This design comes from an exercise in tuning for small area, a short achievable clock period and few clock cycles on the open sky130 flow, not from production work.
Where RTL was checked, it was by simulation tests only, not by an equivalence proof against the original.
No activity file was given, so power comes from the tool's default toggle rates.

## job 6852
Design drawLine, start of the top module:
module drawLine
    (
        output logic [18:0] addr  ,
        output logic [31:0] data  ,
        output logic        wr    ,
        input  logic        busy  ,
        input  logic        clk   ,
        input  logic        reset ,
        input  logic        clk_en,
        input  logic        start ,
        output logic        done  ,
        input  logic [31:0] dataa ,
        input  logic [31:0] datab ,
        input  logic  [7:0] n     ,
        output logic [31:0] result
    );
export LEC_CHECK = 0
export ABC_CLOCK_PERIOD_IN_PS = 2500
export CAP_MARGIN = 20
export CORE_MARGIN = 2
export CORE_UTILIZATION = 55
export CTS_BUF_LIST = sky130_fd_sc_hd__clkbuf_4 sky130_fd_sc_hd__clkbuf_8
export CTS_CLUSTER_SIZE = 30
export PLACE_DENSITY = 0.65
export SETUP_SLACK_MARGIN = 2.9
export SLEW_MARGIN = 20
create_clock -name core_clock -period 6.0 [get_ports {clk}]
standard.sh (not shown) runs the stock make flow with config.mk's settings and CLKGATE_MAP_FILE= SYNTH_SCRIPT=/design/flow/synth_recipe.tcl, a recipe that flattens the netlist after the stock synthesis.
==> flow/flow/run.sh <==
#!/bin/bash
# Standard layout, with the port buffers made of the smallest buffer cell
# (the resizer upsizes them where timing needs it).
set -euo pipefail
export BUFFER_PORTS_ARGS="-buffer_cell sky130_fd_sc_hd__buf_1"
bash standard.sh finish > make_finish.log 2>&1
Relative to job 6852, the following input files were edited for job 1331:
==> flow/config.mk <==
export PLATFORM = sky130hd
export DESIGN_NAME = drawLine
export DESIGN_NICKNAME = drawLine
export VERILOG_FILES = /design/flow/design.v
export SDC_FILE = /design/flow/constraint.sdc
export NUM_CORES = 4
export LEC_CHECK = 0
export ABC_CLOCK_PERIOD_IN_PS = 2500
export CAP_MARGIN = 20
export CORE_MARGIN = 2
export CORE_UTILIZATION = 40
export PLACE_DENSITY = 0.6
export SETUP_SLACK_MARGIN = 2.9
export SLEW_MARGIN = 20
[summary]
Cells: job 1331 has more instances than job 6852. In job 1331 relative to job 6852, overall via count from detail_route had gone down by a few percent. The final reports for job 1331 and job 6852 show non-clock buffer count lower in the former. Against job 6852, width of the die in job 1331 rose by more than 10%. Post-route total power was lower in job 6852 than in job 1331.
#### Input delta (job 1674 over job 1331)
-- flow/config.mk --
<<< job 1331, line 9
export CAP_MARGIN = 20
export CORE_MARGIN = 2
export CORE_UTILIZATION = 40
export PLACE_DENSITY = 0.6
export SETUP_SLACK_MARGIN = 2.9
export SLEW_MARGIN = 20
>>> job 1674, line 9
export CAP_MARGIN = 20
export CORE_MARGIN = 2
export CORE_UTILIZATION = 50
export PLACE_DENSITY = 0.65
export SETUP_SLACK_MARGIN = 2.9
export SLEW_MARGIN = 20
==> comparison <==
[job 1674] footprint of the multi-input gates fell 20 µm² relative to job 1331
STATUS register-to-register path setup slack: job 1674 loses against job 1331
Wire length reported by the detailed router delta (job 1674 − job 1331): favourable
Compared with job 1331, the detailed router inserted fewer vias in job 1674.
Compared with job 1331, job 1674 shows a lower post-cts gate resize count.
In job 1674 the total power density per cell area turned out 2.5% lower than in job 1331.
Changes observed in job 1674 relative to job 1331: required arrival time at the worst endpoint fell by 40 ps, post-layout worst setup margin down 24 ps, fill cell total of the finished layout has decreased.
Job 1674 finished end to end and its layout was clean on timing, DRC and antenna.
diff inputs: job 1674 => job 5902
-- flow/config.mk --
<<< job 1674, line 9
export CAP_MARGIN = 20
export CORE_MARGIN = 2
export CORE_UTILIZATION = 50
export PLACE_DENSITY = 0.65
export SETUP_SLACK_MARGIN = 2.9
export SLEW_MARGIN = 20
>>> job 5902, line 9
export CAP_MARGIN = 20
export CORE_MARGIN = 2
export CORE_UTILIZATION = 40
export PLACE_DENSITY = 0.6
export SETUP_SLACK_MARGIN = 2.7
export SLEW_MARGIN = 20
--- outcome ---
Job 5902 vs. job 1674: setup slack lost 32 ps; overall routed net length increased 1200 µm; final critical delay including setup and external delays went up by 32 ps; internal power down about 0.6%.
Job 5902 reached the final stage; the timing, DRC and antenna checks on its layout passed.
Job 1674 | stages: all done | timing, DRC, antenna: all pass
[compare] base=job 1674 new=job 5902: amount of wire on met3 after detailed routing decreased 2.7%; share of cell area taken by multi-input logic gates decreased 0.70 points; clock power increased 4.4%.
Re final clock period utilization by the worst path: job 5902 and job 1674 aren't equal, and the lower value belongs to job 1674.
Changes observed in job 5902 relative to job 1674: worst vdd rail ir drop +0.021 mV; initial standard-cell utilization of the core -10 points; required time of the critical path +180 ps.
Function was not checked in any run of this note: the RTL went through the layout flow alone.


The RTL this note starts from:
==> flow/design.v <==
module drawLine
    (
        output logic [18:0] addr  ,
        output logic [31:0] data  ,
        output logic        wr    ,
        input  logic        busy  ,
        input  logic        clk   ,
        input  logic        reset ,
        input  logic        clk_en,
        input  logic        start ,
        output logic        done  ,
        input  logic [31:0] dataa ,
        input  logic [31:0] datab ,
        input  logic  [7:0] n     ,
        output logic [31:0] result
    );
    logic        sb, sc, sd, se, sw, run;   
    logic        single;                    
    logic        first;                     
    logic        steep, sgx, sgy;
    logic  [9:0] mreg;                      
    logic [10:0] freg;                      
    logic  [9:0] dreg;                      
    logic  [9:0] cnt;                       
    wire idle = ~(sb | sc | sd | se | sw | run);
    wire [9:0] x0 = dataa[9:0];
    wire [9:0] y0 = dataa[19:10];
    wire [9:0] x1 = dataa[29:20];
    wire [9:0] y1 = datab[9:0];
    wire        cix = ~(sb & sgx);
    wire        ciy = ~(sb & sgy);
    wire [10:0] sx  = {1'b0, x1} + {1'b0, ~x0} + 11'(cix);
    wire [10:0] sy  = {1'b0, y1} + {1'b0, ~y0} + 11'(ciy);
    wire        cic = ~sd | steep;
    wire [10:0] sc_sum = {1'b0, cnt} + {1'b0, ~dreg} + 11'(cic);
    wire        zero = (dreg == 10'd0) && (cnt == 10'd0);
    wire  [9:0] bigD = steep ? cnt : dreg;
    wire        g    = ~freg[10];               
    wire        selk = run & g;
    wire [10:0] fop  = selk ? ~{1'b0, mreg} : {1'b0, dreg};
    wire [10:0] fsum = freg + fop + 11'(selk);
    wire        movx = ~steep | g;
    wire        movy = steep | g;
    wire [18:0] stepx = movx ? (sgx ? 19'h7FFFF : 19'd1) : 19'd0;
    wire [18:0] stepy = movy ? (sgy ? 19'(-640) : 19'd640) : 19'd0;
    wire [18:0] addend = sb ? {2'b00, mreg, 7'd0} :
                         sc ? {9'd0, freg[2:0], 7'd0} :
                         first ? 19'd0 : 19'(stepx + stepy);
    wire [18:0] asum = addr + addend;
    wire issue = ~busy;
    assign data = {22'd0, result[19:10]};
    always_ff @(posedge clk) begin
        if (reset) begin
            sb     <= 1'b0;
            sc     <= 1'b0;
            sd     <= 1'b0;
            se     <= 1'b0;
            sw     <= 1'b0;
            run    <= 1'b0;
            wr     <= 1'b0;
            done   <= 1'b0;
            result <= 32'd0;
        end else if (clk_en) begin
            wr   <= 1'b0;
            done <= 1'b0;
            if (idle && start) begin
                sb     <= 1'b1;
                single <= (n == 8'd0);
                sgx    <= ~sx[10];
                sgy    <= ~sy[10];
                addr   <= {y0, 2'b00, x0[6:0]};
                mreg   <= y0;
                freg   <= {8'd0, x0[9:7]};
            end
            if (sb) begin
                sb   <= 1'b0;
                sc   <= 1'b1;
                addr <= asum;
                dreg <= sx[9:0] ^ {10{sgx}};
                cnt  <= sy[9:0] ^ {10{sgy}};
            end
            if (sc) begin
                sc    <= 1'b0;
                addr  <= asum;
                steep <= sc_sum[10];
                if (single || !zero)
                    result <= datab;
                if (single) begin
                    if (issue) begin
                        wr   <= 1'b1;
                        done <= 1'b1;
                    end else begin
                        sw <= 1'b1;
                    end
                end else if (zero) begin
                    done <= 1'b1;
                end else begin
                    sd <= 1'b1;
                end
            end
            if (sw && issue) begin
                sw   <= 1'b0;
                wr   <= 1'b1;
                done <= 1'b1;
            end
            if (sd) begin
                sd   <= 1'b0;
                se   <= 1'b1;
                mreg <= sc_sum[9:0] ^ {10{~steep}};
                freg <= ~{2'b00, bigD[9:1]};
                if (!steep) begin
                    dreg <= cnt;
                    cnt  <= dreg;
                end
            end
            if (se) begin
                se   <= 1'b0;
                run  <= 1'b1;
                freg <= fsum;
                first <= 1'b1;
            end
            if ((se || run) && issue) begin
                wr    <= 1'b1;
                first <= 1'b0;
                cnt   <= cnt - 10'd1;
                if (cnt == 10'd1) begin
                    done <= 1'b1;
                    run  <= 1'b0;
                end
            end
            if (run && issue) begin
                addr <= asum;
                if (!first)
                    freg <= fsum;
            end
        end
    end
endmodule
Settings: LEC_CHECK=0, CAP_MARGIN=20, CORE_MARGIN=2, CORE_UTILIZATION=40, PLACE_DENSITY=0.6, SLEW_MARGIN=20; clock period 6.0 ns.
run.sh (not shown) runs the stock make flow with config.mk's settings and CLKGATE_MAP_FILE= SYNTH_SCRIPT=/design/flow/synth_recipe.tcl, a recipe that flattens the netlist after the stock synthesis.
Stock flow here: none of the scripts above is used.
Edit:
ABC_CLOCK_PERIOD_IN_PS = 2500   (was default)
SETUP_SLACK_MARGIN = 3.3   (was default)
What happened: The changed run completed without violations. Die area stays the same. Worst hold slack got worse by 6.8 ps. Fmax came out higher by about 28%. Routed wire length came out higher by 13%. Non-clock buffer count came out higher by 77.
Function was not checked in any run of this note: the RTL went through the layout flow alone.


Another version of the RTL of drawLine (not shown whole).
For scale: about 880 cells after synthesis, roughly 90 flip-flops, about 160 I/O pins.
==> flow/config.mk <==
export PLATFORM = sky130hd
export DESIGN_NAME = drawLine
export DESIGN_NICKNAME = drawLine
export VERILOG_FILES = /design/flow/design.v
export SDC_FILE = /design/flow/constraint.sdc
export NUM_CORES = 4
export LEC_CHECK = 0
export ABC_CLOCK_PERIOD_IN_PS = 2500
export CAP_MARGIN = 20
export CORE_MARGIN = 2
export CORE_UTILIZATION = 40
export PLACE_DENSITY = 0.6
export SETUP_SLACK_MARGIN = 2.7
export SLEW_MARGIN = 20
==> flow/constraint.sdc <==
create_clock -name core_clock -period 6.0 [get_ports {clk}]
set_input_delay 1.2000 -clock core_clock [delete_from_list [all_inputs] [get_ports {clk}]]
set_output_delay 1.2000 -clock core_clock [all_outputs]
set_load 0.01 [all_outputs]
standard.sh (not shown) runs the stock make flow with config.mk's settings and CLKGATE_MAP_FILE= SYNTH_SCRIPT=/design/flow/synth_recipe.tcl, a recipe that flattens the netlist after the stock synthesis.
Scripts as last shown in full above: flow/flow/run.sh
The first run completed without violations.
Testbench counts at the start, summed over its fixed seeds: cycles 75,107.
Then changed:
SETUP_SLACK_MARGIN = 2.9   (was 2.7)
TNS_END_PERCENT = 0   (was default)
Outcome:
- The new run ran to the end with no violations
- wire length rose by about 2.8%
- worst setup slack improved by 0.052 ns
- sequential power hardly moves
- final cell count came out higher by 0.98%
- power is about the same
- die area stays the same
- global-route usage barely changes
Then changed:
SETUP_SLACK_MARGIN = 3.1   (was 2.9)
TNS_END_PERCENT = default   (was 0)
After rerunning: The changed run went through all stages and came out clean. Worst hold slack loses 0.010 ns. Die area stays the same. Final area increases by a few percent. Wire length barely changes.
Then changed:
SETUP_SLACK_MARGIN = 2.9   (was 3.1)
Hold slack is better by 0.011 ns.
Core utilization drops by 1.8 points.
Design area falls by 3.7%.
Via count decreases by 1.5%.
Final cell count decreases by 1.4%.
Maximum frequency grows by 0.36%.

==> separate check: timing with driven ports <==
No port has a modelled driver above. Below, the same layouts with a new extraction and two added sets of constraints.
Step 1: set_driving_cell puts a clkbuf_16 on clk and a buf_2 on each other input, an assumption about the parent block.
Step 2, shift: input delay + t, output delay - t, t = (earliest + latest rising clock arrival at the registers) / 2. This alone moves slack from input paths to output paths.
a / b / c = no drivers / after step 1 / after step 2; a / b = the first two.
run | t, ns | setup slack, ns | clock arrival spread, ns | worst slew at a driven data input, ns
job 6852 | 0.429 | 2.757 / 2.757 / 2.757 | 0.011 / 0.010 | 0.04
job 1331 | 0.405 | 2.822 / 2.822 / 2.764 | 0.012 / 0.011 | 0.06
job 1674 | 0.396 | 2.798 / 2.798 / 2.769 | 0.011 / 0.012 | 0.04
job 5902 | 0.398 | 2.766 / 2.766 / 2.766 | 0.010 / 0.010 | 0.05
the first run of note 2 | 0.403 | 2.025 / 2.025 / 1.810 | 0.007 / 0.007 | 0.07
the second run of note 2 | 0.398 | 2.885 / 2.885 / 2.492 | 0.017 / 0.017 | 0.06
the first run of note 3 | 0.400 | 2.814 / 2.814 / 2.689 | 0.006 / 0.006 | 0.06
the second run of note 3 | 0.405 | 2.866 / 2.866 / 2.646 | 0.010 / 0.010 | 0.05
the third run of note 3 | 0.395 | 2.910 / 2.910 / 2.895 | 0.010 / 0.010 | 0.05
the fourth run of note 3 | 0.401 | 2.921 / 2.921 / 2.768 | 0.008 / 0.008 | 0.05
After both steps every run listed still meets setup and hold. The setup slack of the second run of note 2, which loses most, moves by 0.000 ns with the drivers and by -0.393 ns with both steps.
